This is an optimization exercise on Yosys and OpenROAD, whose aim is small area, not a production implementation. Only simulation tests tie the RTL to the original design; equivalence was not proved. Power figures rest on the tool's default switching activity, not on a simulated workload.

--- config.mk ---
export PLATFORM = sky130hd
export DESIGN_NAME = copter_soc
export DESIGN_NICKNAME = copter_soc
export VERILOG_FILES = /design/flow/design.v
export SDC_FILE = /design/flow/constraint.sdc
export NUM_CORES = 4
export LEC_CHECK = 0
export CAP_MARGIN = 20
export CORE_MARGIN = 2
export CORE_UTILIZATION = 75
export CTS_BUF_LIST = sky130_fd_sc_hd__clkbuf_8
export CTS_CLUSTER_DIAMETER = 50
export CTS_CLUSTER_SIZE = 18
export SLEW_MARGIN = 20
--- run.sh ---
#!/bin/bash
# synth_recipe.tcl (not shown) runs the flow's synth.tcl, then flattens the netlist and writes it again
# the make line also repeats each setting of config.mk as NAME=value (left out here)
make -C /OpenROAD-flow-scripts/flow DESIGN_CONFIG=/design/flow/config.mk WORK_HOME=/design/flow/orfs CLKGATE_MAP_FILE= SYNTH_SCRIPT=/design/flow/synth_recipe.tcl finish
--- design.v ---
`default_nettype none
module pwmdecoder (
    input  wire        clk,
    input  wire        rstn,
    input  wire        pwm,
    output wire [15:0] value
);
reg        sig;        
reg        on;         
reg        fin;        
reg [18:0] ctr;        
reg [11:0] val;
reg        f15, f14;
wire [14:0] cnt  = ctr[18:4];
wire        tick = &ctr[3:0];
wire        at_on_max  = cnt[11] & cnt[9] & cnt[5] & cnt[3];              
wire        at_off_max = cnt[14] & cnt[11] & cnt[10] & cnt[9] & cnt[5];   
wire        stop = on ? (~sig | (tick & at_on_max)) : (~sig & tick & at_off_max);
reg [18:0] ctr_inc;
reg        c;
integer    i;
always @* begin
    c = 1'b1;
    for (i = 0; i < 19; i = i + 1) begin
        ctr_inc[i] = ctr[i] ^ c;
        c = c & ctr[i];
    end
end
assign value = {f15, f14, 2'b00, val};
always @(posedge clk) begin
    if (!rstn) begin
        sig <= 1'b0;
        on  <= 1'b0;
        fin <= 1'b0;
        ctr <= 19'd0;
        val <= 12'd0;
        f15 <= 1'b1;
        f14 <= 1'b1;
    end else begin
        sig <= pwm;
        if (fin | (~on & sig))
            ctr <= 19'd0;
        else
            ctr <= ctr_inc;
        if (fin) begin
            fin <= 1'b0;
        end else if (stop) begin
            fin <= 1'b1;
            on  <= 1'b0;
            val <= cnt[11:0];
            f15 <= ~on | sig;
            f14 <= ~on;
        end else if (sig) begin
            on  <= 1'b1;
        end
    end
end
endmodule
`default_nettype wire
`default_nettype none
module copter_soc (
    input  wire       clk,
    input  wire       rstn,          
    input  wire       spi_sck,
    input  wire       spi_mosi,
    input  wire       spi_cs,        
    output wire       spi_miso,
    input  wire [5:0] pwm_in,
    output wire [6:0] led,
    output wire       busy
);
function [15:0] inc16(input [15:0] x);
    integer i;
    reg c;
    begin
        c = 1'b1;
        for (i = 0; i < 16; i = i + 1) begin
            inc16[i] = x[i] ^ c;
            c = c & x[i];
        end
    end
endfunction
function [15:0] dec16(input [15:0] x);
    integer i;
    reg b;
    begin
        b = 1'b1;
        for (i = 0; i < 16; i = i + 1) begin
            dec16[i] = x[i] ^ b;
            b = b & ~x[i];
        end
    end
endfunction
reg        sck_q, sck_old_q, mosi_q, ss_q;
reg  [7:0] sh;           
reg        rx_valid;     
reg  [2:0] bit_ct;
reg  [7:0] rx_byte;
reg        miso_q;
wire [7:0] fifo_q;
wire sck_rise = ~ss_q & ~sck_old_q & sck_q;
wire sck_fall = ~ss_q & sck_old_q & ~sck_q;
wire rx_done  = sck_rise & (&bit_ct);
always @(posedge clk) begin
    sck_q     <= spi_sck;
    sck_old_q <= sck_q;
    mosi_q    <= spi_mosi;
    ss_q      <= spi_cs;
    if (ss_q | rx_done)
        sh <= fifo_q;
    else if (sck_rise)
        sh <= {sh[6:0], mosi_q};
    if (rx_done)
        rx_byte <= {sh[6:0], mosi_q};
    if (!rstn) begin
        rx_valid <= 1'b0;
        bit_ct   <= 3'd0;
        miso_q   <= 1'b1;
    end else begin
        rx_valid <= rx_done;
        if (ss_q)
            bit_ct <= 3'd0;
        else if (sck_rise)
            bit_ct <= inc16({13'd0, bit_ct});
        if (ss_q | sck_fall)
            miso_q <= sh[7];
    end
end
assign spi_miso = miso_q;
reg rd_fifo, rd_pend;
reg fifo_empty;
always @(posedge clk) begin
    if (!rstn) begin
        rd_fifo <= 1'b0;
        rd_pend <= 1'b0;
    end else begin
        if (~rd_pend & rx_valid)
            rd_pend <= 1'b1;
        if (~fifo_empty & ~rd_fifo & rd_pend) begin
            rd_fifo <= 1'b1;
            rd_pend <= 1'b0;
        end else begin
            rd_fifo <= 1'b0;
        end
    end
end
reg  [7:0] mem [0:15];
reg  [3:0] rp, wp;
reg        fifo_full;
reg  [7:0] fifo_dout;
reg        ov;           
reg  [7:0] od;
wire       fifo_wr = ov & ~fifo_full;
wire [15:0] wp_inc16 = inc16({12'd0, wp});
wire [15:0] rp_inc16 = inc16({12'd0, rp});
wire [3:0] wp_inc = wp_inc16[3:0];
wire [3:0] rp_inc = rp_inc16[3:0];
assign fifo_q = fifo_dout;
always @(posedge clk) begin
    if (fifo_wr)
        mem[wp] <= od;
    if (!rstn) begin
        rp         <= 4'd0;
        wp         <= 4'd0;
        fifo_full  <= 1'b0;
        fifo_empty <= 1'b1;
        fifo_dout  <= 8'd0;
    end else begin
        if (fifo_wr)
            wp <= wp_inc;
        if (rd_fifo) begin
            rp        <= rp_inc;
            fifo_dout <= mem[rp];
        end
        if (rd_fifo)
            fifo_full <= 1'b0;
        else if (fifo_wr)
            fifo_full <= wp_inc == rp;
        if (rd_fifo & ~ov)
            fifo_empty <= rp_inc == wp;
        else if (fifo_wr)
            fifo_empty <= 1'b0;
    end
end
localparam [2:0] S_IDLE = 3'd0,
                 S_HR   = 3'd1,    
                 S_HW   = 3'd2,    
                 S_R1   = 3'd3,    
                 S_R2   = 3'd4,    
                 S_W1   = 3'd5,    
                 S_W2   = 3'd6;    
localparam [1:0] H_ZERO = 2'd0,    
                 H_ONES = 2'd1,    
                 H_FAR  = 2'd2;    
reg  [2:0]  st;
reg  [15:0] ptr;         
reg  [2:0]  cnt;         
reg  [1:0]  hc;          
reg  [5:0]  u6;          
reg  [7:0]  alo;         
reg  [13:0] sd;
reg         tready;      
reg         ack;         
reg         oready;         
reg         tv;          
reg  [7:0]  td;
reg  [31:0] led_r;
reg  [2:0]  os_r;        
wire [15:0] pv0, pv1, pv2, pv3, pv4, pv5;
wire       in_v    = rx_valid & tready;
wire [7:0] in_d    = rx_byte;
wire       out_rdy = ~fifo_full;
wire       is_hdr = (st == S_HR) | (st == S_HW);
wire       stb    = (st == S_R1) | (st == S_W2);
wire       we     = (st == S_W2);
wire       hi_zero = (hc == H_ZERO) & (u6 == 6'd0);
wire       sel_led = hi_zero & (alo[7:6] == 2'b00);
wire       sel_pwm = hi_zero & (alo[7:6] == 2'b01);
wire       sel_os  = hi_zero & alo[7];
wire       bus_err  = stb & ~hi_zero;
wire       bus_done = ack | bus_err;
wire       first    = stb & ~ack;
reg  [2:0] os_new;
always @* begin
    case (alo[5:0])
        6'd0: os_new = 3'd0;
        6'd1: os_new = 3'd1;
        6'd2: os_new = 3'd2;
        6'd3: os_new = 3'd3;
        6'd4: os_new = 3'd5;
        6'd5: os_new = 3'd6;
        default: os_new = os_r;
    endcase
end
reg [15:0] pwm_sel;
always @* begin
    case (alo[2:0])
        3'd0:    pwm_sel = pv0;
        3'd1:    pwm_sel = pv1;
        3'd2:    pwm_sel = pv2;
        3'd3:    pwm_sel = pv3;
        3'd4:    pwm_sel = pv4;
        default: pwm_sel = pv5;
    endcase
end
wire pwm_none = (alo[5:0] > 6'd5);    
wire [1:0] lane = cnt[1:0];
reg  [7:0] rd_byte;
always @* begin
    rd_byte = 8'h00;
    if (sel_led)
        rd_byte = led_r[8*lane +: 8];
    else if (sel_pwm) begin
        if (pwm_none)
            rd_byte = 8'hFF;
        else if (lane == 2'd0)
            rd_byte = sd[7:0];
        else if (lane == 2'd1)
            rd_byte = {sd[13:12], 2'b00, sd[11:8]};
    end else if (sel_os) begin
        if (lane == 2'd0)
            rd_byte = {3'd0, os_r == 3'd3, 1'b0, os_r};
    end
end
reg        tv_int;
reg  [7:0] td_int;
always @* begin
    tv_int = 1'b0;
    td_int = 8'h00;
    case (st)
        S_IDLE: if (in_v & (in_d == 8'hA1)) begin
                    tv_int = 1'b1;
                    td_int = 8'hA3;
                end else if (in_v & (in_d == 8'hA2)) begin
                    tv_int = 1'b1;
                    td_int = 8'hA4;
                end
        S_HR, S_HW: if (in_v) begin
                    tv_int = 1'b1;
                    td_int = in_d;
                end
        S_R2: if (oready) begin
                    tv_int = 1'b1;
                    td_int = rd_byte;
                end
        default: ;
    endcase
end
wire [15:0] cnt_inc16 = inc16({13'd0, cnt});
wire [15:0] cnt_dec16 = dec16({13'd0, cnt});
wire [2:0] cnt_inc = cnt_inc16[2:0];
wire [2:0] cnt_dec = cnt_dec16[2:0];
wire early = out_rdy | (~tv & (~ov | ~tv_int));
wire [15:0] a_inc16 = inc16({2'd0, u6, alo});
wire [13:0] a_inc = a_inc16[13:0];
wire        a_cy  = &{u6, alo};
reg  [1:0]  hc_inc;
always @* begin
    case (hc)
        H_ZERO:  hc_inc = H_FAR;
        H_ONES:  hc_inc = H_ZERO;
        default: hc_inc = H_FAR;
    endcase
end
always @(posedge clk) begin
    if (!rstn) begin
        st     <= S_IDLE;
        tready <= 1'b0;
        ack    <= 1'b0;
    end else begin
        ack    <= first & hi_zero & ~(sel_os & we);
        tready <= 1'b0;
        case (st)
            S_IDLE: begin
                tready <= early;
                if (in_v & (in_d == 8'hA1))
                    st <= S_HR;
                else if (in_v & (in_d == 8'hA2))
                    st <= S_HW;
            end
            S_HR, S_HW: begin
                tready <= early;
                if (in_v & (cnt == 3'd0)) begin
                    if (st == S_HW) begin
                        st <= S_W1;
                    end else begin
                        tready <= 1'b0;
                        st <= S_R1;
                    end
                end
            end
            S_R1: if (bus_done) st <= S_R2;
            S_R2: if (oready) begin
                if (ptr == 16'd1) begin
                    tready <= early;
                    st <= S_IDLE;
                end else if (cnt[1:0] == 2'd3) begin
                    st <= S_R1;
                end
            end
            S_W1: begin
                tready <= 1'b1;
                if (in_v & ((cnt[1:0] == 2'd3) | (ptr == 16'd1))) begin
                    tready <= 1'b0;
                    st <= S_W2;
                end
            end
            S_W2: if (bus_done) begin
                if (ptr == 16'd0) begin
                    tready <= early;
                    st <= S_IDLE;
                end else begin
                    st <= S_W1;
                end
            end
            default: st <= S_IDLE;
        endcase
    end
end
always @(posedge clk) begin
    case (st)
        S_IDLE: if (in_v & ((in_d == 8'hA1) | (in_d == 8'hA2)))
            cnt <= 3'd5;
        S_HR, S_HW: if (in_v) begin
            cnt <= cnt_dec;
            case (cnt)
                3'd5: hc <= (in_d == 8'h00) ? H_ZERO : (in_d == 8'hFF) ? H_ONES : H_FAR;
                3'd4: hc <= (hc == H_ZERO && in_d == 8'h00) ? H_ZERO :
                            (hc == H_ONES && in_d == 8'hFF) ? H_ONES : H_FAR;
                3'd3: {u6, alo[7:6]} <= in_d;
                3'd2: {alo[5:0], ptr[1:0]} <= in_d;
                3'd1: ptr[15:8] <= in_d;
                default: begin
                    ptr[7:0] <= in_d;
                    cnt <= {1'b0, ptr[1:0]};
                    sd  <= 14'd0;
                end
            endcase
        end
        S_R1: if (~ack)
            sd <= {pwm_sel[15:14], pwm_sel[11:0]};
        S_R2: if (oready) begin
            cnt <= cnt_inc;
            ptr <= dec16(ptr);
            if (cnt[1:0] == 2'd3) begin
                cnt <= 3'd0;
                {u6, alo} <= a_inc;
                if (a_cy) hc <= hc_inc;
            end
        end
        S_W1: if (in_v) begin
            case (lane)
                2'd0: sd[7:0] <= in_d;
                2'd1: sd[8]   <= 1'b1;
                2'd2: sd[9]   <= 1'b1;
                default: sd[10] <= 1'b1;
            endcase
            cnt <= cnt_inc;
            ptr <= dec16(ptr);
            if ((cnt[1:0] == 2'd3) | (ptr == 16'd1))
                cnt <= 3'd0;
        end
        S_W2: if (bus_done) begin
            sd <= 14'd0;
            {u6, alo} <= a_inc;
            if (a_cy) hc <= hc_inc;
        end
        default: ;
    endcase
end
always @(posedge clk) begin
    if (!rstn) begin
        ov  <= 1'b0;
        oready <= 1'b0;
        tv  <= 1'b0;
    end else begin
        oready <= early;
        if (oready) begin
            if (out_rdy | ~ov)
                ov <= tv_int;
            else
                tv <= tv_int;
        end else if (out_rdy) begin
            ov <= tv;
            tv <= 1'b0;
        end
    end
    if (oready) begin
        if (out_rdy | ~ov)
            od <= td_int;
        else
            td <= td_int;
    end else if (out_rdy) begin
        od <= td;
    end
end
always @(posedge clk) begin
    if (!rstn) begin
        led_r <= 32'd0;
        os_r  <= 3'd0;
    end else begin
        if ((st == S_W1) & in_v & sel_led & (lane != 2'd0)) begin
            case (alo[1:0])
                2'b01:   led_r[8*lane +: 8] <= led_r[8*lane +: 8] ^ in_d;
                2'b10:   led_r[8*lane +: 8] <= led_r[8*lane +: 8] & ~in_d;
                default: led_r[8*lane +: 8] <= in_d;
            endcase
        end
        if (first & sel_led & we) begin
            case (alo[1:0])
                2'b01:   led_r[7:0] <= led_r[7:0] ^ sd[7:0];
                2'b10:   led_r[7:0] <= led_r[7:0] & ~sd[7:0];
                default: begin
                    led_r[7:0] <= sd[7:0];
                    if (~sd[8])  led_r[15:8]  <= 8'd0;
                    if (~sd[9])  led_r[23:16] <= 8'd0;
                    if (~sd[10]) led_r[31:24] <= 8'd0;
                end
            endcase
        end
        if (first & sel_os & ~we)
            os_r <= os_new;
    end
end
assign led  = led_r[6:0];
assign busy = (st != S_IDLE);
pwmdecoder ch0 (.clk(clk), .rstn(rstn), .pwm(pwm_in[0]), .value(pv0));
pwmdecoder ch1 (.clk(clk), .rstn(rstn), .pwm(pwm_in[1]), .value(pv1));
pwmdecoder ch2 (.clk(clk), .rstn(rstn), .pwm(pwm_in[2]), .value(pv2));
pwmdecoder ch3 (.clk(clk), .rstn(rstn), .pwm(pwm_in[3]), .value(pv3));
pwmdecoder ch4 (.clk(clk), .rstn(rstn), .pwm(pwm_in[4]), .value(pv4));
pwmdecoder ch5 (.clk(clk), .rstn(rstn), .pwm(pwm_in[5]), .value(pv5));
endmodule
`default_nettype wire
--- constraint.sdc ---
create_clock -name core_clock -period 8.0 [get_ports {clk}]
set_input_delay 1.6000 -clock core_clock [delete_from_list [all_inputs] [get_ports {clk}]]
set_output_delay 1.6000 -clock core_clock [all_outputs]
set_load 0.01 [all_outputs]
==> results of run 1 <==
==> state kept, by name, summed over array words and instances, names as in the netlist, 8 cells and up <==
name       cells
alo            8
ch0.ctr       19
ch0.val       12
ch1.ctr       19
ch1.val       12
ch2.ctr       19
ch2.val       12
ch3.ctr       19
ch3.val       12
ch4.ctr       19
ch4.val       12
ch5.ctr       19
ch5.val       12
fifo_dout      8
led_r         32
mem          128
od             8
ptr           16
rx_byte        8
sd            14
sh             8
td             8
==> power groups by stage <==
stage	logic [uW]	clock network, uW	registers, uW
3_5_place_dp	697	0	2910
5_1_grt	799	1610	2870
2_1_floorplan	588	0	2820
6_report	721	1500	2860
3_3_place_gp	672	0	2900
4_1_cts	704	1510	2850
==> synthesized netlist by cell type (3+ instances only) <==
cell type / count
sky130_fd_sc_hd__nand2b_1: 26
sky130_fd_sc_hd__o31ai_4: 3
sky130_fd_sc_hd__nor3_1: 18
sky130_fd_sc_hd__inv_1: 50
sky130_fd_sc_hd__and4_1: 3
sky130_fd_sc_hd__nor2_1: 177
sky130_fd_sc_hd__nand4_1: 20
sky130_fd_sc_hd__a311oi_1: 9
sky130_fd_sc_hd__nor3b_1: 6
sky130_fd_sc_hd__a31oi_1: 8
sky130_fd_sc_hd__o22ai_1: 13
sky130_fd_sc_hd__buf_6: 3
sky130_fd_sc_hd__and3_1: 9
sky130_fd_sc_hd__or3_1: 4
sky130_fd_sc_hd__o31ai_1: 5
sky130_fd_sc_hd__a211oi_1: 12
sky130_fd_sc_hd__nand2_1: 101
sky130_fd_sc_hd__o211ai_1: 16
sky130_fd_sc_hd__mux2i_1: 93
sky130_fd_sc_hd__and2_1: 131
sky130_fd_sc_hd__clkbuf_1: 85
sky130_fd_sc_hd__a22oi_1: 36
sky130_fd_sc_hd__nor2b_1: 27
sky130_fd_sc_hd__ha_1: 168
sky130_fd_sc_hd__o21a_1: 5
sky130_fd_sc_hd__buf_1: 13
sky130_fd_sc_hd__mux4_2: 48
sky130_fd_sc_hd__nand3b_1: 15
sky130_fd_sc_hd__o21bai_1: 7
sky130_fd_sc_hd__edfxtp_1: 209
sky130_fd_sc_hd__a21oi_1: 70
sky130_fd_sc_hd__a221oi_1: 3
sky130_fd_sc_hd__o21ai_0: 38
sky130_fd_sc_hd__buf_4: 7
sky130_fd_sc_hd__or4_1: 4
sky130_fd_sc_hd__a22o_1: 9
sky130_fd_sc_hd__dfxtp_1: 288
sky130_fd_sc_hd__xnor2_1: 16
sky130_fd_sc_hd__a222oi_1: 14
sky130_fd_sc_hd__nor4_1: 19
sky130_fd_sc_hd__mux2_2: 19
sky130_fd_sc_hd__xor2_1: 6
sky130_fd_sc_hd__nand3_1: 18
sky130_fd_sc_hd__a32oi_1: 4
==> critical path, stage by stage, from the launching register on <==
cell,delay (ps)
sky130_fd_sc_hd__dfxtp_1,340
sky130_fd_sc_hd__ha_1,230
sky130_fd_sc_hd__ha_1,200
sky130_fd_sc_hd__ha_1,190
sky130_fd_sc_hd__ha_1,200
sky130_fd_sc_hd__ha_1,210
sky130_fd_sc_hd__ha_1,200
sky130_fd_sc_hd__ha_1,200
sky130_fd_sc_hd__ha_1,200
sky130_fd_sc_hd__ha_1,210
sky130_fd_sc_hd__ha_1,220
sky130_fd_sc_hd__ha_1,210
sky130_fd_sc_hd__ha_1,210
sky130_fd_sc_hd__ha_1,220
sky130_fd_sc_hd__ha_1,200
sky130_fd_sc_hd__ha_1,200
sky130_fd_sc_hd__ha_1,200
sky130_fd_sc_hd__ha_1,200
sky130_fd_sc_hd__xnor2_1,120
sky130_fd_sc_hd__nor4_1,150
==> through the flow <==
step / cells / hold slack (ps) / total power, uW / setup slack [ps]
3_5_place_dp: 2183 / 356 / 3610 / 3570
6_report: 2252 / 369 / 5080 / 3790
5_1_grt: 2252 / 391 / 5280 / 3570
2_1_floorplan: 1871 / 331 / 3410 / 4100
4_1_cts: 2252 / 370 / 5070 / 3770
3_3_place_gp: 2182 / 337 / 3570 / 3740
==> worst max path at each step <==
stage	cells past startpoint	end
after CTS	19	ch2.ctr[18]
after global routing	19	ch2.ctr[18]
after floorplan	19	ch0.ctr[18]
after global placement	6	ch2.ctr[17]
after detailed placement	6	ch2.ctr[5]
final	19	ch2.ctr[18]
==> cells by family (layout without fill, tap and decap cells) <==
logic type / Yosys count / after routing
DFF: 497 / 497
AOI/OAI and AO/OA: 270 / 270
and+or+nand+nor: 593 / 593
adders and majority gates: 168 / 168
buffers and inverters: 161 / 158
xor gates and xnor gates: 22 / 22
muxes: 160 / 160
==> per-layer routing <==
layer	share of wire, %	routed length, um	GRT usage (%)
met1	42	20700	45.6
met2	48	23600	53.9
met3	7.4	3640	4.91
met4	3.1	1540	10.5
met5	0	0	0
==> cell usage in the layout, fill, tap and decap left out, types with 12 or more instances in the layout <==
cell                              count
sky130_fd_sc_hd__dfxtp_1            287
sky130_fd_sc_hd__edfxtp_1           209
sky130_fd_sc_hd__nor2_1             176
sky130_fd_sc_hd__ha_1               168
sky130_fd_sc_hd__and2_1             131
sky130_fd_sc_hd__nand2_1            101
sky130_fd_sc_hd__mux2i_1             93
sky130_fd_sc_hd__a21oi_1             69
sky130_fd_sc_hd__inv_1               56
sky130_fd_sc_hd__mux4_2              48
sky130_fd_sc_hd__clkbuf_8            40
sky130_fd_sc_hd__o21ai_0             37
sky130_fd_sc_hd__a22oi_1             36
sky130_fd_sc_hd__nor2b_1             27
sky130_fd_sc_hd__nand2b_1            26
sky130_fd_sc_hd__nand4_1             20
sky130_fd_sc_hd__mux2_2              19
sky130_fd_sc_hd__nor4_1              18
sky130_fd_sc_hd__nand3_1             18
sky130_fd_sc_hd__clkdlybuf4s50_1     18
sky130_fd_sc_hd__buf_4               18
sky130_fd_sc_hd__xnor2_1             16
sky130_fd_sc_hd__o211ai_1            16
sky130_fd_sc_hd__nand3b_1            15
sky130_fd_sc_hd__nor3_1              15
sky130_fd_sc_hd__a222oi_1            14
sky130_fd_sc_hd__o22ai_1             13
sky130_fd_sc_hd__a211oi_1            12
==> final cells by class <==
class	count	area [um2]	area share, %
clock buffer	40	551	2.35
clock inverter	29	310	1.33
inverter	52	198	0.845
multi-input combinational	1213	9490	40.6
sequential	497	12000	51.5
tap	384	480	2.05
timing repair buffer	37	320	1.37
==> implementation parameters, run 1 <==
Parameter                              Value

Timing
  RSZ-0062 raised after global routing ... false
  Post-Route Setup TNS ... 0 ps
  Number of max-slew violations in the final report ... 0
  Final min period ... 4210 ps
  Worst slew slack as a fraction of its limit ... 24.9%
  Worst clock skew ... 23.4 ps
  Number of setup violations in the final report ... 0
  Period Utilization, post-route ... 52.6%
  Hold violation total from the final report ... 0
  Transition time of the tightest slew-check pin ... 1120 ps
  Fmax ... 0.237 GHz

Logic synthesis
  YS warnings ... 2
  Post-synthesis register bit count ... 497
  Total nets after synthesis ... 2050
  Post-synthesis sequential area ratio ... 54.4%
  Mean Syn Cell Area ... 11.8 um2
  Share of the synthesized area in compound gates (AO/OA/AOI/OAI) ... 8.42%
  Dominant cell type by area after synthesis ... sky130_fd_sc_hd__edfxtp_1
  Count of different cell masters after synthesis ... 70
  Mapped cell area ... 0.0221 mm2
  Synth top area cells ... sky130_fd_sc_hd__edfxtp_1 28%, sky130_fd_sc_hd__dfxtp_1 26%, sky130_fd_sc_hd__ha_1 9.5%
  Share of synthesized registers carrying an async set or reset ... 0%
  Dominant combinational cell family by area after synthesis ... simple AND/OR/NAND/NOR gates
  Share of the synthesized area in the top cell type ... 28.3%
  Mux contribution to synthesized area ... 10.1%
  Post-synthesis xor/xnor area fraction ... 0.870%
  Area fraction in and, or, nand and nor cells after synthesis ... 13.8%
  Predominant post-synthesis flop cell ... sky130_fd_sc_hd__dfxtp_1
  Post-Synthesis Cells ... 1871
  Adder and majority gate portion of the synthesized area ... 9.49%
  Number of synthesized flops with an enable pin ... 209

Power and ir drop
  Net switching component of the power ... 1440 uW
  Cell Pwr Density ... 217 mW/mm2
  Part of the power in the clock network ... 29.6%
  Maximum VDD drop ... 235 uV
  Combinational group share of total power ... 14.2%
  P_int ... 3640 uW
  Proportion of total power due to net switching ... 28.3%
  P_leak ... 0.00956 uW
  Power share of the sequential group ... 56.2%

Critical path
  Endpoint arrival time on the critical path ... 4720 ps
  R2R depth ... 19
  Setup slack of the worst register-to-register path ... 3790 ps
  Data required time of the critical path ... 8510 ps
  Sort of element at the end of the critical path ... flip-flop
  Critical R2R Launch ... ch2.ctr[0]
  Critical path start-end classification ... flip-flop to flip-flop
  Critical path peak fanout ... 2
  Type of element launching the critical path ... flip-flop
  Source of the critical timing path ... ch2.ctr[0]
  FF-to-FF End ... ch2.ctr[18]

CTS
  Post-CTS setup repair buffer count ... 0
  TritonCTS clock tree ... yes
  Hold buffers post-CTS ... 0
  Clock latency on the worst-skew pair ... 610 ps
  H-tree levels ... 2
  # clock sinks ... 497
  Post_cts resized ... 0
  Clock edge transition at the registers on the reported setup and hold paths ... 110 ps
  Clock Tree Root ... sky130_fd_sc_hd__clkbuf_8
  Number of buffers added by the clock tree synthesis step ... 39
  Deepest clock path buffer count ... 3

Die
  Die outline width ... 176 um
  Placeable Area ... 0.0289 mm2
  Row cnt ... 62
  Die area ... 0.0309 mm2
  Initial Utilization ... 76.7%
  Top-Level Pins ... 20
  Die Y-Extent ... 176 um

Drt
  Number of routed nets with antenna violations ... 0
  Initial DRT Pass Iterations ... 6
  Wire length per cell ... 22.0 um
  Initial DRC Count ... 1509
  Via total after detailed routing ... 14700
  Number of DRC violations after detailed routing ... 0
  Sum of routed wire length over all layers ... 49400 um
  Vias per std cell ... 6.52

Hold path
  Path category of the worst min-delay check ... flip-flop to flip-flop
  Hold path cells ... 0
  Launch instance of the worst min-delay path ... sck_q
  Sink of the worst hold path ... sck_old_q

Cells and area
  Fillers ... 1715
  Final core area utilization ... 81.1%
  Layout net count ... 2019
  Proportion of layout cells with a drive suffix above 1 ... 9.15%
  Number of inserted diodes ... 0
  Layout-stage area growth over the synthesis result ... 5.64%
  Final Cell Area ... 0.0234 mm2

Global route
  Maximum number of pins on one net before global-route repair ... 87
  GRT Total Usage ... 32.8%
  Global-route wire length before repair ... 79000 um
  Antenna violations before repair ... 0
  Number of global-route vias before repair ... 14400
  GRT overflow ... 0

Placed design
  Final Wtd Congestion ... 0.936
  Cell area reported after detailed placement ... 0.0225 mm2
  HPWL reported at the end of detailed placement ... 35000 um
  Number of buffer cells added on primary ports ... 19

Flow run
  # Max-Cap Violations ... 0

Status
  Run status ... complete, no violations
==> inputs of run 2 (changes only) <==
--- a/design.v
+++ b/design.v
@@ -3,19 +3,18 @@
     input  wire        clk,
     input  wire        rstn,
     input  wire        pwm,
-    output wire [15:0] value
+    output wire [11:0] code
 );
 reg        sig;        
 reg        on;         
-reg        fin;        
 reg [18:0] ctr;        
 reg [11:0] val;
-reg        f15, f14;
 wire [14:0] cnt  = ctr[18:4];
 wire        tick = &ctr[3:0];
+wire        fin  = cnt[14] & cnt[13];
 wire        at_on_max  = cnt[11] & cnt[9] & cnt[5] & cnt[3];              
 wire        at_off_max = cnt[14] & cnt[11] & cnt[10] & cnt[9] & cnt[5];   
-wire        stop = on ? (~sig | (tick & at_on_max)) : (~sig & tick & at_off_max);
+wire        stop = ~fin & (on ? (~sig | (tick & at_on_max)) : (~sig & tick & at_off_max));
 reg [18:0] ctr_inc;
 reg        c;
 integer    i;
@@ -26,33 +25,24 @@
         c = c & ctr[i];
     end
 end
-assign value = {f15, f14, 2'b00, val};
+assign code = val;
 always @(posedge clk) begin
     if (!rstn) begin
         sig <= 1'b0;
         on  <= 1'b0;
-        fin <= 1'b0;
         ctr <= 19'd0;
-        val <= 12'd0;
-        f15 <= 1'b1;
-        f14 <= 1'b1;
+        val <= 12'hFFF;
     end else begin
         sig <= pwm;
         if (fin | (~on & sig))
             ctr <= 19'd0;
+        else if (stop)
+            ctr <= {2'b11, ctr_inc[16:0]};
         else
             ctr <= ctr_inc;
-        if (fin) begin
-            fin <= 1'b0;
-        end else if (stop) begin
-            fin <= 1'b1;
-            on  <= 1'b0;
-            val <= cnt[11:0];
-            f15 <= ~on | sig;
-            f14 <= ~on;
-        end else if (sig) begin
-            on  <= 1'b1;
-        end
+        on <= ~fin & ~stop & (on | sig);
+        if (stop)
+            val <= {cnt[11], cnt[10] | (on & sig), cnt[9:0]};
     end
 end
 endmodule
@@ -198,7 +188,7 @@
 reg  [1:0]  hc;          
 reg  [5:0]  u6;          
 reg  [7:0]  alo;         
-reg  [13:0] sd;
+reg  [11:0] sd;
 reg         tready;      
 reg         ack;         
 reg         oready;         
@@ -206,7 +196,7 @@
 reg  [7:0]  td;
 reg  [31:0] led_r;
 reg  [2:0]  os_r;        
-wire [15:0] pv0, pv1, pv2, pv3, pv4, pv5;
+wire [11:0] pv0, pv1, pv2, pv3, pv4, pv5;
 wire       in_v    = rx_valid & tready;
 wire [7:0] in_d    = rx_byte;
 wire       out_rdy = ~fifo_full;
@@ -232,7 +222,7 @@
         default: os_new = os_r;
     endcase
 end
-reg [15:0] pwm_sel;
+reg [11:0] pwm_sel;
 always @* begin
     case (alo[2:0])
         3'd0:    pwm_sel = pv0;
@@ -244,6 +234,10 @@
     endcase
 end
 wire pwm_none = (alo[5:0] > 6'd5);    
+wire        sp     = sd[11] & sd[10];
+wire [15:0] pwm_val = ~sp    ? {4'h0, sd} :
+                      sd[8]  ? 16'hC000 :
+                      sd[3]  ? 16'h8A28 : 16'hCE20;
 wire [1:0] lane = cnt[1:0];
 reg  [7:0] rd_byte;
 always @* begin
@@ -254,9 +248,9 @@
         if (pwm_none)
             rd_byte = 8'hFF;
         else if (lane == 2'd0)
-            rd_byte = sd[7:0];
+            rd_byte = pwm_val[7:0];
         else if (lane == 2'd1)
-            rd_byte = {sd[13:12], 2'b00, sd[11:8]};
+            rd_byte = pwm_val[15:8];
     end else if (sel_os) begin
         if (lane == 2'd0)
             rd_byte = {3'd0, os_r == 3'd3, 1'b0, os_r};
@@ -373,12 +367,12 @@
                 default: begin
                     ptr[7:0] <= in_d;
                     cnt <= {1'b0, ptr[1:0]};
-                    sd  <= 14'd0;
+                    sd  <= 12'd0;
                 end
             endcase
         end
         S_R1: if (~ack)
-            sd <= {pwm_sel[15:14], pwm_sel[11:0]};
+            sd <= pwm_sel;
         S_R2: if (oready) begin
             cnt <= cnt_inc;
             ptr <= dec16(ptr);
@@ -401,7 +395,7 @@
                 cnt <= 3'd0;
         end
         S_W2: if (bus_done) begin
-            sd <= 14'd0;
+            sd <= 12'd0;
             {u6, alo} <= a_inc;
             if (a_cy) hc <= hc_inc;
         end
@@ -464,11 +458,11 @@
 end
 assign led  = led_r[6:0];
 assign busy = (st != S_IDLE);
-pwmdecoder ch0 (.clk(clk), .rstn(rstn), .pwm(pwm_in[0]), .value(pv0));
-pwmdecoder ch1 (.clk(clk), .rstn(rstn), .pwm(pwm_in[1]), .value(pv1));
-pwmdecoder ch2 (.clk(clk), .rstn(rstn), .pwm(pwm_in[2]), .value(pv2));
-pwmdecoder ch3 (.clk(clk), .rstn(rstn), .pwm(pwm_in[3]), .value(pv3));
-pwmdecoder ch4 (.clk(clk), .rstn(rstn), .pwm(pwm_in[4]), .value(pv4));
-pwmdecoder ch5 (.clk(clk), .rstn(rstn), .pwm(pwm_in[5]), .value(pv5));
+pwmdecoder ch0 (.clk(clk), .rstn(rstn), .pwm(pwm_in[0]), .code(pv0));
+pwmdecoder ch1 (.clk(clk), .rstn(rstn), .pwm(pwm_in[1]), .code(pv1));
+pwmdecoder ch2 (.clk(clk), .rstn(rstn), .pwm(pwm_in[2]), .code(pv2));
+pwmdecoder ch3 (.clk(clk), .rstn(rstn), .pwm(pwm_in[3]), .code(pv3));
+pwmdecoder ch4 (.clk(clk), .rstn(rstn), .pwm(pwm_in[4]), .code(pv4));
+pwmdecoder ch5 (.clk(clk), .rstn(rstn), .pwm(pwm_in[5]), .code(pv5));
 endmodule
 `default_nettype wire
--- a/config.mk
+++ b/config.mk
@@ -7,8 +7,8 @@
 export LEC_CHECK = 0
 export CAP_MARGIN = 20
 export CORE_MARGIN = 2
-export CORE_UTILIZATION = 75
+export CORE_UTILIZATION = 85
 export CTS_BUF_LIST = sky130_fd_sc_hd__clkbuf_8
-export CTS_CLUSTER_DIAMETER = 50
-export CTS_CLUSTER_SIZE = 18
+export CTS_CLUSTER_DIAMETER = 45
+export CTS_CLUSTER_SIZE = 20
 export SLEW_MARGIN = 20
==> implementation parameters, run 2 <==
Parameter                              Value

Logic synthesis
  Adder and majority gate portion of the synthesized area ... 9.55%
  Most frequent cell after synthesis ... sky130_fd_sc_hd__dfxtp_1
  Share of the synthesized area in compound gates (AO/OA/AOI/OAI) ... 10.9%
  Predominant post-synthesis flop cell ... sky130_fd_sc_hd__dfxtp_1
  Mean Syn Cell Area ... 11.4 um2
  Mux contribution to synthesized area ... 7.19%
  Post-synthesis register bit count ... 477
  Dominant combinational cell family by area after synthesis ... simple AND/OR/NAND/NOR gates
  Post-synthesis sequential area ratio ... 53.1%
  Synth cell count leaders ... 270 x sky130_fd_sc_hd__dfxtp_1, 207 x sky130_fd_sc_hd__edfxtp_1, 167 x sky130_fd_sc_hd__ha_1
  Synth top area cells ... sky130_fd_sc_hd__edfxtp_1 28%, sky130_fd_sc_hd__dfxtp_1 25%, sky130_fd_sc_hd__ha_1 9.6%
  Mapped cell area ... 0.0219 mm2
  Number of synthesized flops with an enable pin ... 207
  Dominant cell type by area after synthesis ... sky130_fd_sc_hd__edfxtp_1
  Share of the synthesized area in the top cell type ... 28.4%
  Area fraction in and, or, nand and nor cells after synthesis ... 13.7%
  Post-Synthesis Cells ... 1927
  Post-synthesis xor/xnor area fraction ... 0.961%
  Count of different cell masters after synthesis ... 74
  YS warnings ... 2
  Total nets after synthesis ... 2105
  Share of synthesized registers carrying an async set or reset ... 0%

Critical path
  Ordered list of cells on the worst path ... ha_1 > ha_1 > ha_1 > ha_1 > ha_1 > ha_1 > ha_1 > ha_1 > ha_1 > ha_1 > ha_1 > ha_1 > ha_1 > ha_1 > ha_1 > ha_1 > ha_1 > xor2_1 > o21a_1
  Most frequent cell on the critical path ... sky130_fd_sc_hd__ha_1
  CP top delay family ... adder cells
  FF-to-FF End ... ch1.ctr[18]
  Slowest stage delay, CP ... 360 ps
  Cell count along the critical path ... 19
  Critical path start-end classification ... flip-flop to flip-flop
  R2R depth ... 19
  Critical path peak fanout ... 2
  Last element of the critical path ... ch1.ctr[18]
  Sort of element at the end of the critical path ... flip-flop
  Endpoint arrival time on the critical path ... 4950 ps
  Critical R2R Launch ... ch1.ctr[0]
  Setup slack of the worst register-to-register path ... 3570 ps
  Source of the critical timing path ... ch1.ctr[0]
  Worst path slowest cell ... sky130_fd_sc_hd__dfxtp_1
  Data required time of the critical path ... 8520 ps
  Type of element launching the critical path ... flip-flop
  Worst path buffer plus inverter count ... 0

CTS
  Number of buffers added by the clock tree synthesis step ... 39
  H-tree levels ... 2
  Clock edge transition at the registers on the reported setup and hold paths ... 120 ps
  TritonCTS clock tree ... yes
  Clock Tree Root ... sky130_fd_sc_hd__clkbuf_8
  # clock sinks ... 477
  Post_cts resized ... 0
  Clock latency on the worst-skew pair ... 620 ps
  Post-CTS setup repair buffer count ... 0
  Hold buffers post-CTS ... 0
  Deepest clock path buffer count ... 3

Timing
  Period Utilization, post-route ... 55.3%
  RSZ-0062 raised after global routing ... false
  Worst clock skew ... 43.2 ps
  Number of setup violations in the final report ... 0
  Transition time of the tightest slew-check pin ... 1060 ps
  Number of max-slew violations in the final report ... 0
  Final min period ... 4430 ps
  Fmax ... 0.226 GHz
  Worst slew slack as a fraction of its limit ... 29.6%
  Post-Route Setup TNS ... 0 ps
  Hold violation total from the final report ... 0
  Post-route worst hold slack ... 387 ps

Drt
  Initial DRT Pass Iterations ... 11
  Number of routed nets with antenna violations ... 0
  Wire length per cell ... 24.5 um
  Vias per std cell ... 7.11
  Sum of routed wire length over all layers ... 55100 um
  Via total after detailed routing ... 15900
  Number of DRC violations after detailed routing ... 0
  Initial DRC Count ... 2620

Cells and area
  Register with the most flip-flops ... mem
  Largest regs ... mem x128, led_r x32
  Final Cell Area ... 0.0229 mm2
  Proportion of layout cells with a drive suffix above 1 ... 8.62%
  Number of inserted diodes ... 0
  Final Instance Count excl. Fillers ... 2244
  Flip-flop count of the largest register, all copies and words added ... 128
  Most common cell after layout, fill and taps aside ... sky130_fd_sc_hd__dfxtp_1
  Layout-stage area growth over the synthesis result ... 4.51%
  Top library cells by usage in the layout, fill and taps aside ... 269 x sky130_fd_sc_hd__dfxtp_1, 207 x sky130_fd_sc_hd__edfxtp_1, 167 x sky130_fd_sc_hd__ha_1
  Layout net count ... 2061

Placed design
  Placed instance count ... 2172
  Number of buffer cells added on primary ports ... 19
  HPWL reported at the end of detailed placement ... 35600 um
  Cell area reported after detailed placement ... 0.0220 mm2
  Final Wtd Congestion ... 0.955

Status
  Run status ... complete, no violations

Power and ir drop
  P_leak ... 0.00943 uW
  Maximum VDD drop ... 237 uV
  Cell Pwr Density ... 199 mW/mm2

Global route
  GRT Total Usage ... 41.6%
  GRT overflow ... 0
  Number of global-route vias before repair ... 15600
  Global-route wire length before repair ... 85400 um
  Antenna violations before repair ... 1
  Maximum number of pins on one net before global-route repair ... 79

Die
  Top-Level Pins ... 20
  Row cnt ... 58
  Placeable Area ... 0.0253 mm2
  Initial Utilization ... 86.6%
  Die outline width ... 164 um
  Die Y-Extent ... 164 um
  Die area ... 0.0270 mm2

Hold path
  Path category of the worst min-delay check ... flip-flop to flip-flop

Flow run
  # Max-Cap Violations ... 0
[run 2: cell families after synthesis]
kind of cell,count (synthesis)
AO/OA/AOI/OAI,347
AND/OR/NAND/NOR,579
flip-flops,477
adder cells (fa/ha/maj),167
buffers and inverters,238
XOR/XNOR,24
multiplexers,95
[run 2: area by class of cell]
class	instances	area, um2
inverters	123	462
clock inverters	29	215
flip-flops and latches	477	11600
well taps	330	413
clock buffers	43	592
fillers	989	2390
multi-input cells	1212	9290
repair buffers	30	270
[run 2: worst register-to-register path: stages, from the launching register on]
cell                      delay, ps
sky130_fd_sc_hd__dfxtp_1        360
sky130_fd_sc_hd__ha_1           250
sky130_fd_sc_hd__ha_1           220
sky130_fd_sc_hd__ha_1           210
sky130_fd_sc_hd__ha_1           200
sky130_fd_sc_hd__ha_1           210
sky130_fd_sc_hd__ha_1           210
sky130_fd_sc_hd__ha_1           200
sky130_fd_sc_hd__ha_1           200
sky130_fd_sc_hd__ha_1           200
sky130_fd_sc_hd__ha_1           200
sky130_fd_sc_hd__ha_1           240
sky130_fd_sc_hd__ha_1           260
sky130_fd_sc_hd__ha_1           210
sky130_fd_sc_hd__ha_1           210
sky130_fd_sc_hd__ha_1           200
sky130_fd_sc_hd__ha_1           190
sky130_fd_sc_hd__ha_1           220
sky130_fd_sc_hd__xor2_1         160
sky130_fd_sc_hd__o21a_1         180
[run 2: per-stage QoR]
| step | util [%] | setup WS [ps] | total power (uW) |
|---|---|---|---|
| 2_1_floorplan | - | 4080 | 3050 |
| 3_3_place_gp | 87.2 | 3990 | 3150 |
| 3_5_place_dp | 87.2 | 3690 | 3170 |
| 4_1_cts | 90.4 | 3600 | 4520 |
| 5_1_grt | 90.5 | 3440 | 4670 |
| 6_report | 90.5 | 3570 | 4560 |
[run 2: routing by layer]
layer  track usage [%]  wire, um
met1              52.6     19700
met2              68.4     26100
met3              8.46      5890
met4              22.1      3410
met5                 0         0
[run 2: how the worst min path moves through the flow]
stage | depth (start not counted) | to | startpoint
final | 0 | sck_old_q | sck_q
after global routing | 0 | sck_old_q | sck_q
after CTS | 0 | sck_old_q | sck_q
after detailed placement | 0 | sck_old_q | sck_q
after global placement | 0 | sck_old_q | sck_q
after floorplan | 0 | sck_old_q | sck_q
[run 2: power breakdown]
| group | internal (uW) | switching (uW) |
|---|---|---|
| Sequential | 2600 | 72.7 |
| Combinational | 170 | 309 |
| Clock | 536 | 874 |
| Total | 3300 | 1260 |
==> inputs of run 3 (changes only) <==
--- a/config.mk
+++ b/config.mk
@@ -7,8 +7,8 @@
 export LEC_CHECK = 0
 export CAP_MARGIN = 20
 export CORE_MARGIN = 2
-export CORE_UTILIZATION = 85
+export CORE_UTILIZATION = 75
 export CTS_BUF_LIST = sky130_fd_sc_hd__clkbuf_8
-export CTS_CLUSTER_DIAMETER = 45
-export CTS_CLUSTER_SIZE = 20
+export CTS_CLUSTER_DIAMETER = 50
+export CTS_CLUSTER_SIZE = 18
 export SLEW_MARGIN = 20
==> implementation parameters, run 3 <==
Parameter                              Value

Global route
  GRT overflow ... 0
  GRT Total Usage ... 31.9%
  Most Used Layer, Global Route ... met2
  GRT met2 Usage ... 51.4%
  Number of global-route vias before repair ... 14600
  Antenna violations before repair ... 0
  GR met1 Demand/Resource ... 43.7%
  GR met3 Demand/Resource ... 5.11%
  Maximum number of pins on one net before global-route repair ... 52
  Global-route wire length before repair ... 77000 um

Logic synthesis
  Dominant cell type by area after synthesis ... sky130_fd_sc_hd__edfxtp_1
  Post-synthesis sequential area ratio ... 53.1%
  Post-synthesis register bit count ... 477
  Predominant post-synthesis flop cell ... sky130_fd_sc_hd__dfxtp_1
  Post-Synthesis Cells ... 1927
  Total nets after synthesis ... 2105
  Number of synthesized flops with an enable pin ... 207
  Count of different cell masters after synthesis ... 74
  Most frequent cell after synthesis ... sky130_fd_sc_hd__dfxtp_1
  Mapped cell area ... 0.0219 mm2
  Share of the synthesized area in the top cell type ... 28.4%
  Synth cell count leaders ... 270 x sky130_fd_sc_hd__dfxtp_1, 207 x sky130_fd_sc_hd__edfxtp_1, 167 x sky130_fd_sc_hd__ha_1
  YS warnings ... 2
  Mean Syn Cell Area ... 11.4 um2
  Synth top area cells ... sky130_fd_sc_hd__edfxtp_1 28%, sky130_fd_sc_hd__dfxtp_1 25%, sky130_fd_sc_hd__ha_1 9.6%
  Share of synthesized registers carrying an async set or reset ... 0%

Power and ir drop
  Cell Pwr Density ... 199 mW/mm2
  Overall power after layout ... 4570 uW
  P_leak ... 0.00944 uW
  Maximum VDD drop ... 184 uV

Timing
  Number of setup violations in the final report ... 0
  Number of max-slew violations in the final report ... 0
  RSZ-0062 raised after global routing ... false
  Fmax ... 0.236 GHz
  Worst slew slack as a fraction of its limit ... 27.1%
  Hold violation total from the final report ... 0
  Post-route worst hold slack ... 360 ps
  Worst clock skew ... 20.1 ps
  Period Utilization, post-route ... 53.0%
  Post-layout worst setup margin ... 3760 ps
  Final min period ... 4240 ps
  Transition time of the tightest slew-check pin ... 1090 ps
  Post-Route Setup TNS ... 0 ps

Placed design
  Final Wtd Congestion ... 0.921
  HPWL reported at the end of detailed placement ... 33400 um
  Pre-CTS setup slack ... 3800 ps
  Number of buffer cells added on primary ports ... 19
  Placed instance count ... 2225

CTS
  Post_cts resized ... 0
  H-tree levels ... 2
  Hold buffers post-CTS ... 0
  Clock edge transition at the registers on the reported setup and hold paths ... 110 ps
  Number of buffers added by the clock tree synthesis step ... 39
  # clock sinks ... 477
  TritonCTS clock tree ... yes
  Clock Tree Root ... sky130_fd_sc_hd__clkbuf_8
  Deepest clock path buffer count ... 3
  Post-CTS setup repair buffer count ... 0
  Clock latency on the worst-skew pair ... 580 ps

Cells and area
  Layout net count ... 2060
  Register with the most flip-flops ... mem
  Top library cells by usage in the layout, fill and taps aside ... 269 x sky130_fd_sc_hd__dfxtp_1, 207 x sky130_fd_sc_hd__edfxtp_1, 167 x sky130_fd_sc_hd__ha_1
  Final Instance Count excl. Fillers ... 2295
  Number of inserted diodes ... 0
  Flip-flop count of the largest register, all copies and words added ... 128
  Fillers ... 1754
  Proportion of layout cells with a drive suffix above 1 ... 8.42%
  Area taken by multi-input logic gates ... 0.00929 mm2
  Largest regs ... mem x128, led_r x32
  Layout-stage area growth over the synthesis result ... 4.91%
  Footprint of the flip-flops and latches ... 0.0116 mm2
  Most common cell after layout, fill and taps aside ... sky130_fd_sc_hd__dfxtp_1

Drt
  Initial DRT Pass Iterations ... 9
  Initial DRC Count ... 1717
  Vias per std cell ... 6.51
  Wire length per cell ... 20.8 um
  Via total after detailed routing ... 14900
  Sum of routed wire length over all layers ... 47800 um
  Number of routed nets with antenna violations ... 0
  Number of DRC violations after detailed routing ... 0

Hold path
  Launch instance of the worst min-delay path ... sck_q
  Path category of the worst min-delay check ... flip-flop to flip-flop

Critical path
  Type of element launching the critical path ... flip-flop
  Sort of element at the end of the critical path ... flip-flop
  Endpoint arrival time on the critical path ... 4720 ps
  Critical path start-end classification ... flip-flop to flip-flop
  Critical path peak fanout ... 2
  Source of the critical timing path ... ch1.ctr[0]
  Critical R2R Launch ... ch1.ctr[0]
  Data required time of the critical path ... 8490 ps

Flow run
  # Max-Cap Violations ... 0

Die
  Top-Level Pins ... 20
  Row cnt ... 62
  Die Y-Extent ... 175 um
  Die outline width ... 175 um
  Die area ... 0.0306 mm2
  Initial Utilization ... 76.2%
  Placeable Area ... 0.0287 mm2

Status
  Run status ... complete, no violations
[run 3: cell counts after synthesis]
Identical to the previous run, type by type.
[run 3: critical path, stage by stage (launching register included)]
cell	delay (ps)
sky130_fd_sc_hd__dfxtp_1	340
sky130_fd_sc_hd__ha_1	230
sky130_fd_sc_hd__ha_1	210
sky130_fd_sc_hd__ha_1	190
sky130_fd_sc_hd__ha_1	200
sky130_fd_sc_hd__ha_1	210
sky130_fd_sc_hd__ha_1	210
sky130_fd_sc_hd__ha_1	200
sky130_fd_sc_hd__ha_1	200
sky130_fd_sc_hd__ha_1	200
sky130_fd_sc_hd__ha_1	200
sky130_fd_sc_hd__ha_1	200
sky130_fd_sc_hd__ha_1	200
sky130_fd_sc_hd__ha_1	210
sky130_fd_sc_hd__ha_1	200
sky130_fd_sc_hd__ha_1	200
sky130_fd_sc_hd__ha_1	220
sky130_fd_sc_hd__ha_1	210
sky130_fd_sc_hd__xor2_1	150
sky130_fd_sc_hd__o21a_1	170
[run 3: layout make-up]
type                       count  share of cell area, %
clock buffer                  42                   2.52
clock inverter                28                   1.13
inverter                     123                   2.01
multi-input combinational   1212                   40.5
timing repair buffer          29                   1.14
sequential                   477                   50.6
tap                          384                   2.09
[run 3: metal layers]
metal  vias up  share of wire, %
met3       148               7.8
li1       6909                 -
met1      7217                42
met5         -                 0
met4         0               4.0
met2       665                46
[run 3: logic make-up after synthesis]
logic type	after synthesis	share of synthesized area [%]
XOR/XNOR	24	0.961
flip-flops	477	53.1
multiplexers	95	7.19
AO/OA/AOI/OAI	347	10.9
AND/OR/NAND/NOR	579	13.7
buffers and inverters	238	4.59
adder cells (fa/ha/maj)	167	9.55
[run 3: report_power, final]
part	total, uW	switching, uW	leakage [uW]	internal [uW]
Clock	1440	827	0.000448	609
Sequential	2670	68.8	0.00410	2600
Combinational	469	300	0.00489	169
[run 3: metrics by stage]
stage	area (um2)	util, %
floorplan	21900	-
global placement	22100	77.0
detailed placement	22100	77.0
CTS	22900	79.9
global route	23000	80.0
finish	23000	80.0
[run 3: final timing paths]
check                                    to  slack, ps  cells after the start
worst min-delay path              sck_old_q        360                      0
worst min register to register    sck_old_q        360                      0
worst max register to register  ch1.ctr[18]       3760                     19
worst max-delay path            ch1.ctr[18]       3760                     19
==> inputs of run 4 (changes only) <==
==> flow/run.sh (new file) <==
#!/bin/bash
# Layout flow: the standard ORFS flow (standard.sh) with two changes:
#  - clock tree synthesis without dummy loads, clustered onto clkbuf_8 leaves;
#  - input and output ports buffered with the smallest buffer.
# Each tool's output goes to a log of its own in this folder.
set -euo pipefail
export CTS_ARGS="-sink_clustering_enable -repair_clock_nets -sink_clustering_size 18 -sink_clustering_max_diameter 50 -buf_list sky130_fd_sc_hd__clkbuf_8 -dont_use_dummy_load"
export BUFFER_PORTS_ARGS="-buffer_cell sky130_fd_sc_hd__buf_1"
bash standard.sh > orfs_make.log 2>&1
==> standard.sh (new file) <==
#!/bin/bash
# synth_recipe.tcl (not shown) runs the flow's synth.tcl, then flattens the netlist and writes it again
# the make line also repeats each setting of config.mk as NAME=value (left out here)
make -C /OpenROAD-flow-scripts/flow DESIGN_CONFIG=/design/flow/config.mk WORK_HOME=/design/flow/orfs CLKGATE_MAP_FILE= SYNTH_SCRIPT=/design/flow/synth_recipe.tcl "${@:-finish}"
removed: run.sh
==> implementation parameters, run 4 <==
Parameter                              Value

Die
  Placeable Area ... 0.0287 mm2
  Row cnt ... 62
  Die Y-Extent ... 175 um
  Die outline width ... 175 um
  Initial Utilization ... 76.2%
  Die area ... 0.0306 mm2
  Top-Level Pins ... 20

Critical path
  Critical path start-end classification ... flip-flop to flip-flop
  Critical R2R Launch ... ch5.ctr[0]
  Sort of element at the end of the critical path ... flip-flop
  Critical path peak fanout ... 2
  Type of element launching the critical path ... flip-flop
  Setup slack of the worst register-to-register path ... 3860 ps
  FF-to-FF End ... ch5.ctr[18]
  R2R depth ... 19
  Source of the critical timing path ... ch5.ctr[0]
  Data required time of the critical path ... 8460 ps
  Endpoint arrival time on the critical path ... 4600 ps

Timing
  Number of setup violations in the final report ... 0
  Final min period ... 4140 ps
  Post-Route Setup TNS ... 0 ps
  Transition time of the tightest slew-check pin ... 1040 ps
  Number of max-slew violations in the final report ... 0
  Worst slew slack as a fraction of its limit ... 29.6%
  Period Utilization, post-route ... 51.8%
  Worst clock skew ... 69.7 ps
  Fmax ... 0.241 GHz
  Hold violation total from the final report ... 0
  RSZ-0062 raised after global routing ... false

Power and ir drop
  Maximum VDD drop ... 184 uV
  P_leak ... 0.00923 uW
  Overall power after layout ... 4290 uW
  Cell Pwr Density ... 190 mW/mm2

Logic synthesis
  Mean Syn Cell Area ... 11.4 um2
  Post-Synthesis Cells ... 1927
  Count of different cell masters after synthesis ... 74
  Share of synthesized registers carrying an async set or reset ... 0%
  Post-synthesis register bit count ... 477
  Share of the synthesized area in the top cell type ... 28.4%
  Most frequent cell after synthesis ... sky130_fd_sc_hd__dfxtp_1
  Total nets after synthesis ... 2105
  Number of synthesized flops with an enable pin ... 207
  YS warnings ... 2
  Synth cell count leaders ... 270 x sky130_fd_sc_hd__dfxtp_1, 207 x sky130_fd_sc_hd__edfxtp_1, 167 x sky130_fd_sc_hd__ha_1
  Dominant cell type by area after synthesis ... sky130_fd_sc_hd__edfxtp_1
  Predominant post-synthesis flop cell ... sky130_fd_sc_hd__dfxtp_1
  Post-synthesis sequential area ratio ... 53.1%
  Synth top area cells ... sky130_fd_sc_hd__edfxtp_1 28%, sky130_fd_sc_hd__dfxtp_1 25%, sky130_fd_sc_hd__ha_1 9.6%
  Mapped cell area ... 0.0219 mm2

Hold path
  Sink of the worst hold path ... sck_old_q
  Hold path cells ... 0
  Path category of the worst min-delay check ... flip-flop to flip-flop
  Launch instance of the worst min-delay path ... sck_q

CTS
  Hold buffers post-CTS ... 0
  Clock Tree Root ... sky130_fd_sc_hd__clkbuf_8
  Post-CTS setup repair buffer count ... 0
  Clock edge transition at the registers on the reported setup and hold paths ... 110 ps
  TritonCTS clock tree ... yes
  Deepest clock path buffer count ... 3
  Clock latency on the worst-skew pair ... 590 ps
  Number of buffers added by the clock tree synthesis step ... 39
  # clock sinks ... 477
  H-tree levels ... 2
  Post_cts resized ... 0

Drt
  Number of routed nets with antenna violations ... 0
  Initial DRC Count ... 1612
  Vias per std cell ... 6.49
  Via total after detailed routing ... 14700
  Sum of routed wire length over all layers ... 46400 um
  Wire length per cell ... 20.5 um
  Initial DRT Pass Iterations ... 6
  Number of DRC violations after detailed routing ... 0

Cells and area
  Largest regs ... mem x128, led_r x32
  Top library cells by usage in the layout, fill and taps aside ... 269 x sky130_fd_sc_hd__dfxtp_1, 207 x sky130_fd_sc_hd__edfxtp_1, 167 x sky130_fd_sc_hd__ha_1
  Proportion of layout cells with a drive suffix above 1 ... 7.34%
  Final core area utilization ... 78.5%
  Layout net count ... 2060
  Flip-flop count of the largest register, all copies and words added ... 128
  Most common cell after layout, fill and taps aside ... sky130_fd_sc_hd__dfxtp_1
  Area taken by multi-input logic gates ... 0.00928 mm2
  Layout-stage area growth over the synthesis result ... 3.00%
  Register with the most flip-flops ... mem
  Final Instance Count excl. Fillers ... 2264
  Footprint of the flip-flops and latches ... 0.0116 mm2
  Number of inserted diodes ... 0
  Fillers ... 1823

Placed design
  HPWL reported at the end of detailed placement ... 32500 um
  Final Wtd Congestion ... 0.916
  Number of buffer cells added on primary ports ... 19
  Placed instance count ... 2224

Global route
  Antenna violations before repair ... 0
  GRT Total Usage ... 31.1%
  Maximum number of pins on one net before global-route repair ... 52
  Number of global-route vias before repair ... 14100
  GRT overflow ... 0
  Global-route wire length before repair ... 75500 um

Status
  Run status ... complete, no violations

Flow run
  # Max-Cap Violations ... 0
-- run 4: worst max path at each step --
stage / slack (ps) / endpoint
2_1_floorplan: 4080 / ch3.ctr[18]
3_3_place_gp: 3990 / ch5.ctr[18]
3_5_place_dp: 3840 / ch4.ctr[18]
4_1_cts: 3830 / ch1.ctr[18]
5_1_grt: 3680 / ch5.ctr[18]
6_report: 3860 / ch5.ctr[18]
-- run 4: report_power, final --
group / switching [uW] / leakage [uW] / internal, uW
Clock: 729 / 0.000280 / 438
Combinational: 293 / 0.00485 / 160
Sequential: 66.3 / 0.00410 / 2600
Total: 1090 / 0.00923 / 3200
-- run 4: final cells by class --
type / count / share of cell area [%]
tap: 384 / 2.13
timing repair buffer: 29 / 0.666
clock buffer: 39 / 2.38
sequential: 477 / 51.6
inverter: 123 / 2.05
multi-input combinational: 1212 / 41.2
-- run 4: through the flow --
step           hold slack, ps  instance area, um2  worst slack (ps)
2_1_floorplan             331               21900              4080
3_3_place_gp              340               22000              3990
3_5_place_dp              347               22000              3840
4_1_cts                   363               22500              3830
5_1_grt                   369               22500              3680
6_report                  361               22500              3860
-- run 4: worst max-delay path, stage by stage, from the launching register on --
cell and delay (ps):
sky130_fd_sc_hd__dfxtp_1 330, sky130_fd_sc_hd__ha_1 220, sky130_fd_sc_hd__ha_1 210, sky130_fd_sc_hd__ha_1 200, sky130_fd_sc_hd__ha_1 200, sky130_fd_sc_hd__ha_1 200
sky130_fd_sc_hd__ha_1 200, sky130_fd_sc_hd__ha_1 200, sky130_fd_sc_hd__ha_1 200, sky130_fd_sc_hd__ha_1 200, sky130_fd_sc_hd__ha_1 190, sky130_fd_sc_hd__ha_1 190
sky130_fd_sc_hd__ha_1 200, sky130_fd_sc_hd__ha_1 200, sky130_fd_sc_hd__ha_1 200, sky130_fd_sc_hd__ha_1 190, sky130_fd_sc_hd__ha_1 200, sky130_fd_sc_hd__ha_1 200
sky130_fd_sc_hd__xor2_1 140, sky130_fd_sc_hd__o21a_1 160
-- run 4: cell families (layout without fill, tap and decap cells) --
kind of cell | Yosys count | after routing | synth area share (%)
and+or+nand+nor | 579 | 579 | 13.7
DFF | 477 | 477 | 53.1
AOI/OAI and AO/OA | 347 | 347 | 10.9
buffers and inverters | 238 | 191 | 4.59
adders and majority gates | 167 | 167 | 9.55
muxes | 95 | 95 | 7.19
xor gates and xnor gates | 24 | 24 | 0.961
-- run 4: per-layer routing --
layer / GRT usage (%) / vias up / share of wire, %
li1: - / 6867 / -
met1: 44.7 / 7118 / 43
met2: 49.5 / 601 / 46
met3: 3.96 / 113 / 7.2
met4: 10.4 / 0 / 3.5
met5: 0 / - / 0
==> inputs of run 5 (changes only) <==
--- a/design.v
+++ b/design.v
@@ -383,12 +383,8 @@
             end
         end
         S_W1: if (in_v) begin
-            case (lane)
-                2'd0: sd[7:0] <= in_d;
-                2'd1: sd[8]   <= 1'b1;
-                2'd2: sd[9]   <= 1'b1;
-                default: sd[10] <= 1'b1;
-            endcase
+            if (lane == 2'd0)
+                sd[7:0] <= in_d;
             cnt <= cnt_inc;
             ptr <= dec16(ptr);
             if ((cnt[1:0] == 2'd3) | (ptr == 16'd1))
@@ -428,30 +424,39 @@
         od <= td;
     end
 end
+wire led_set  = (alo[1] == alo[0]);
+wire led_tog  = ~alo[1] & alo[0];
+wire led_clrm = alo[1] & ~alo[0];
+wire led_w0   = first & sel_led & we;
+wire led_w1   = (st == S_W1) & in_v & sel_led;
+wire led_zero = ~rstn | (sel_led & led_set &
+                ((st == S_HW) & in_v & (cnt == 3'd0) | (st == S_W1) & ~tready));
+genvar gk, gj;
+generate
+    for (gj = 0; gj < 8; gj = gj + 1) begin : g_lane0
+        wire q  = led_r[gj];
+        wire en = ~rstn | (led_w0 & (led_set | sd[gj]));
+        wire dv = rstn & (led_set ? sd[gj] : (led_tog & ~q));
+        always @(posedge clk)
+            if (en)
+                led_r[gj] <= dv;
+    end
+    for (gk = 1; gk < 4; gk = gk + 1) begin : g_lane
+        wire put = led_w1 & (lane == gk);
+        for (gj = 0; gj < 8; gj = gj + 1) begin : g_bit
+            wire q  = led_r[8*gk + gj];
+            wire en = led_zero | (put & in_d[gj]);
+            wire dv = ~led_zero & ~led_clrm & ~q;
+            always @(posedge clk)
+                if (en)
+                    led_r[8*gk + gj] <= dv;
+        end
+    end
+endgenerate
 always @(posedge clk) begin
     if (!rstn) begin
-        led_r <= 32'd0;
-        os_r  <= 3'd0;
+        os_r <= 3'd0;
     end else begin
-        if ((st == S_W1) & in_v & sel_led & (lane != 2'd0)) begin
-            case (alo[1:0])
-                2'b01:   led_r[8*lane +: 8] <= led_r[8*lane +: 8] ^ in_d;
-                2'b10:   led_r[8*lane +: 8] <= led_r[8*lane +: 8] & ~in_d;
-                default: led_r[8*lane +: 8] <= in_d;
-            endcase
-        end
-        if (first & sel_led & we) begin
-            case (alo[1:0])
-                2'b01:   led_r[7:0] <= led_r[7:0] ^ sd[7:0];
-                2'b10:   led_r[7:0] <= led_r[7:0] & ~sd[7:0];
-                default: begin
-                    led_r[7:0] <= sd[7:0];
-                    if (~sd[8])  led_r[15:8]  <= 8'd0;
-                    if (~sd[9])  led_r[23:16] <= 8'd0;
-                    if (~sd[10]) led_r[31:24] <= 8'd0;
-                end
-            endcase
-        end
         if (first & sel_os & ~we)
             os_r <= os_new;
     end
==> flow/run.sh (replaced) <==
#!/bin/bash
# Layout flow: the standard ORFS flow (standard.sh) with two changes:
#  - clock tree synthesis without dummy loads, clustered onto clkbuf_16 leaves;
#  - input and output ports buffered with the smallest buffer.
# Each tool's output goes to a log of its own in this folder.
set -euo pipefail
export CTS_ARGS="-sink_clustering_enable -repair_clock_nets -sink_clustering_size 36 -sink_clustering_max_diameter 70 -buf_list sky130_fd_sc_hd__clkbuf_16 -dont_use_dummy_load"
export BUFFER_PORTS_ARGS="-buffer_cell sky130_fd_sc_hd__buf_1"
bash standard.sh > orfs_make.log 2>&1
==> implementation parameters, run 5 <==
Parameter                              Value

Timing
  Final min period ... 4420 ps
  Number of max-slew violations in the final report ... 0
  Worst clock skew ... 79.9 ps
  Fmax ... 0.226 GHz
  RSZ-0062 raised after global routing ... false
  Worst slew slack as a fraction of its limit ... 31.0%
  Period Utilization, post-route ... 55.2%
  Post-route worst hold slack ... 352 ps
  Transition time of the tightest slew-check pin ... 1030 ps

Cells and area
  Fillers ... 1677
  Largest regs ... mem x128, led_r x32
  Top library cells by usage in the layout, fill and taps aside ... 239 x sky130_fd_sc_hd__edfxtp_1, 237 x sky130_fd_sc_hd__dfxtp_1, 151 x sky130_fd_sc_hd__ha_1
  Layout-stage area growth over the synthesis result ... 3.58%
  Proportion of layout cells with a drive suffix above 1 ... 6.87%
  Register with the most flip-flops ... mem
  Most common cell after layout, fill and taps aside ... sky130_fd_sc_hd__edfxtp_1
  Number of inserted diodes ... 0
  Flip-flop count of the largest register, all copies and words added ... 128

Global route
  GRT overflow ... 0
  Maximum number of pins on one net before global-route repair ... 60
  Antenna violations before repair ... 1
  Number of global-route vias before repair ... 14200
  GRT Total Usage ... 32.6%

Drt
  Via total after detailed routing ... 14300
  Number of routed nets with antenna violations ... 0
  Initial DRT Pass Iterations ... 6
  Vias per std cell ... 6.57
  Sum of routed wire length over all layers ... 47900 um
  Initial DRC Count ... 1635
  Wire length per cell ... 22.1 um

Logic synthesis
  Predominant post-synthesis flop cell ... sky130_fd_sc_hd__edfxtp_1
  Share of the synthesized area in the top cell type ... 33.4%
  Synth top area cells ... sky130_fd_sc_hd__edfxtp_1 33%, sky130_fd_sc_hd__dfxtp_1 22%, sky130_fd_sc_hd__ha_1 8.8%
  Total nets after synthesis ... 2009
  Count of different cell masters after synthesis ... 70
  Number of synthesized flops with an enable pin ... 239
  Dominant cell type by area after synthesis ... sky130_fd_sc_hd__edfxtp_1
  Post-Synthesis Cells ... 1847
  Most frequent cell after synthesis ... sky130_fd_sc_hd__edfxtp_1
  Synth cell count leaders ... 239 x sky130_fd_sc_hd__edfxtp_1, 238 x sky130_fd_sc_hd__dfxtp_1, 151 x sky130_fd_sc_hd__ha_1
  Share of synthesized registers carrying an async set or reset ... 0%
  Post-synthesis register bit count ... 477

Critical path
  Worst path slowest cell ... sky130_fd_sc_hd__dfxtp_1
  CP top delay family ... adder cells
  Endpoint arrival time on the critical path ... 4880 ps
  Critical path start-end classification ... flip-flop to flip-flop
  Worst path buffer plus inverter count ... 0
  Sort of element at the end of the critical path ... flip-flop
  Setup slack of the worst register-to-register path ... 3580 ps
  Slowest stage delay, CP ... 340 ps

Die
  Top-Level Pins ... 20
  Initial Utilization ... 76.8%
  Die Y-Extent ... 173 um
  Row cnt ... 61
  Die area ... 0.0300 mm2

CTS
  TritonCTS clock tree ... yes
  Number of buffers added by the clock tree synthesis step ... 26
  H-tree levels ... 1
  Hold buffers post-CTS ... 0
  Deepest clock path buffer count ... 3
  Clock Tree Root ... sky130_fd_sc_hd__clkbuf_16
  Clock edge transition at the registers on the reported setup and hold paths ... 90 ps
  Post-CTS setup repair buffer count ... 0

Flow run
  # Max-Cap Violations ... 0

Placed design
  HPWL reported at the end of detailed placement ... 31800 um
  Number of buffer cells added on primary ports ... 19
  Final Wtd Congestion ... 0.927

Power and ir drop
  Maximum VDD drop ... 222 uV
  Cell Pwr Density ... 211 mW/mm2

Status
  Run status ... complete, no violations

Hold path
  Path category of the worst min-delay check ... flip-flop to flip-flop
-- run 5: cell count changes in the layout (fill, tap and decap cells not counted), moves of 16 or more --
cell                        before  now
sky130_fd_sc_hd__a21o_1          6   31
sky130_fd_sc_hd__edfxtp_1      207  239
sky130_fd_sc_hd__nand2_1       148  101
sky130_fd_sc_hd__clkbuf_16       0   26
sky130_fd_sc_hd__a22oi_1        37   12
sky130_fd_sc_hd__clkbuf_8       39    0
sky130_fd_sc_hd__dfxtp_1       269  237
sky130_fd_sc_hd__ha_1          167  151
-- run 5: report_power, final --
part           switching [uW]  internal, uW
clock network             730           577
registers                 140          2680
logic                     350           228
total                    1220          3480
-- run 5: stage by stage --
step,worst slack (ps),utilization [%],std cells,instance area (um2),power [uW]
global route,3450,79.5,2169,22300,4860
global placement,3980,77.1,2143,21600,3410
detailed placement,3850,77.1,2143,21600,3430
floorplan,4080,-,1847,21500,3270
CTS,3590,79.5,2169,22300,4700
finish,3580,79.5,2169,22300,4700
-- run 5: area by class of cell --
cell class	count	area, um2	area share (%)
clock buffer	26	651	2.92
inverter	113	424	1.90
sequential	477	11900	53.6
timing repair buffer	33	180	0.809
tap	378	473	2.12
multi-input combinational	1142	8610	38.6
-- run 5: routing by layer --
layer / vias up / part of all wire (%) / GRT usage (%)
met1: 6916 / 40 / 44.6
met4: 0 / 3.5 / 10.8
li1: 6564 / - / -
met2: 658 / 48 / 54.0
met3: 116 / 8.3 / 4.89
met5: - / 0 / 0
-- run 5: kinds of logic (layout without fill, tap and decap cells) --
group	count (synthesis)	count (layout)	synth area share, %
buffers and inverters	228	172	4.61
AND/OR/NAND/NOR	560	560	13.4
flip-flops	477	477	55.5
XOR/XNOR	23	23	0.937
adder cells (fa/ha/maj)	151	151	8.78
AO/OA/AOI/OAI	332	332	10.3
multiplexers	76	76	6.39
-- run 5: path summary, 6_finish.rpt --
path | startpoint | to | cells past startpoint
max reg2reg | ch1.ctr[0] | ch1.ctr[17] | 18
min reg2reg | sck_q | sck_old_q | 0
max | ch1.ctr[0] | ch1.ctr[17] | 18
min | sck_q | sck_old_q | 0

## separate check: timing with driven ports
Ports are ideal in the flow. The routed layouts listed here were re-timed in OpenROAD. Step 1 assumes that a clkbuf_16 drives the clock port and a buf_2 every other input. Step 2 also shifts input and output timing later by t, the mid clock arrival at the registers, as if the neighbouring blocks saw the same clock. Three values: no drivers, after step 1, after step 2; two values: the first two.
run	shift t [ns]	setup slack, ns
run 1	0.647	3.788 / 3.788 / 3.788
run 2	0.651	3.574 / 3.574 / 3.574
run 3	0.617	3.763 / 3.763 / 3.763
run 4	0.602	3.859 / 3.859 / 3.859
run 5	0.609	3.581 / 3.581 / 3.581
After both steps every run listed still meets setup and hold.
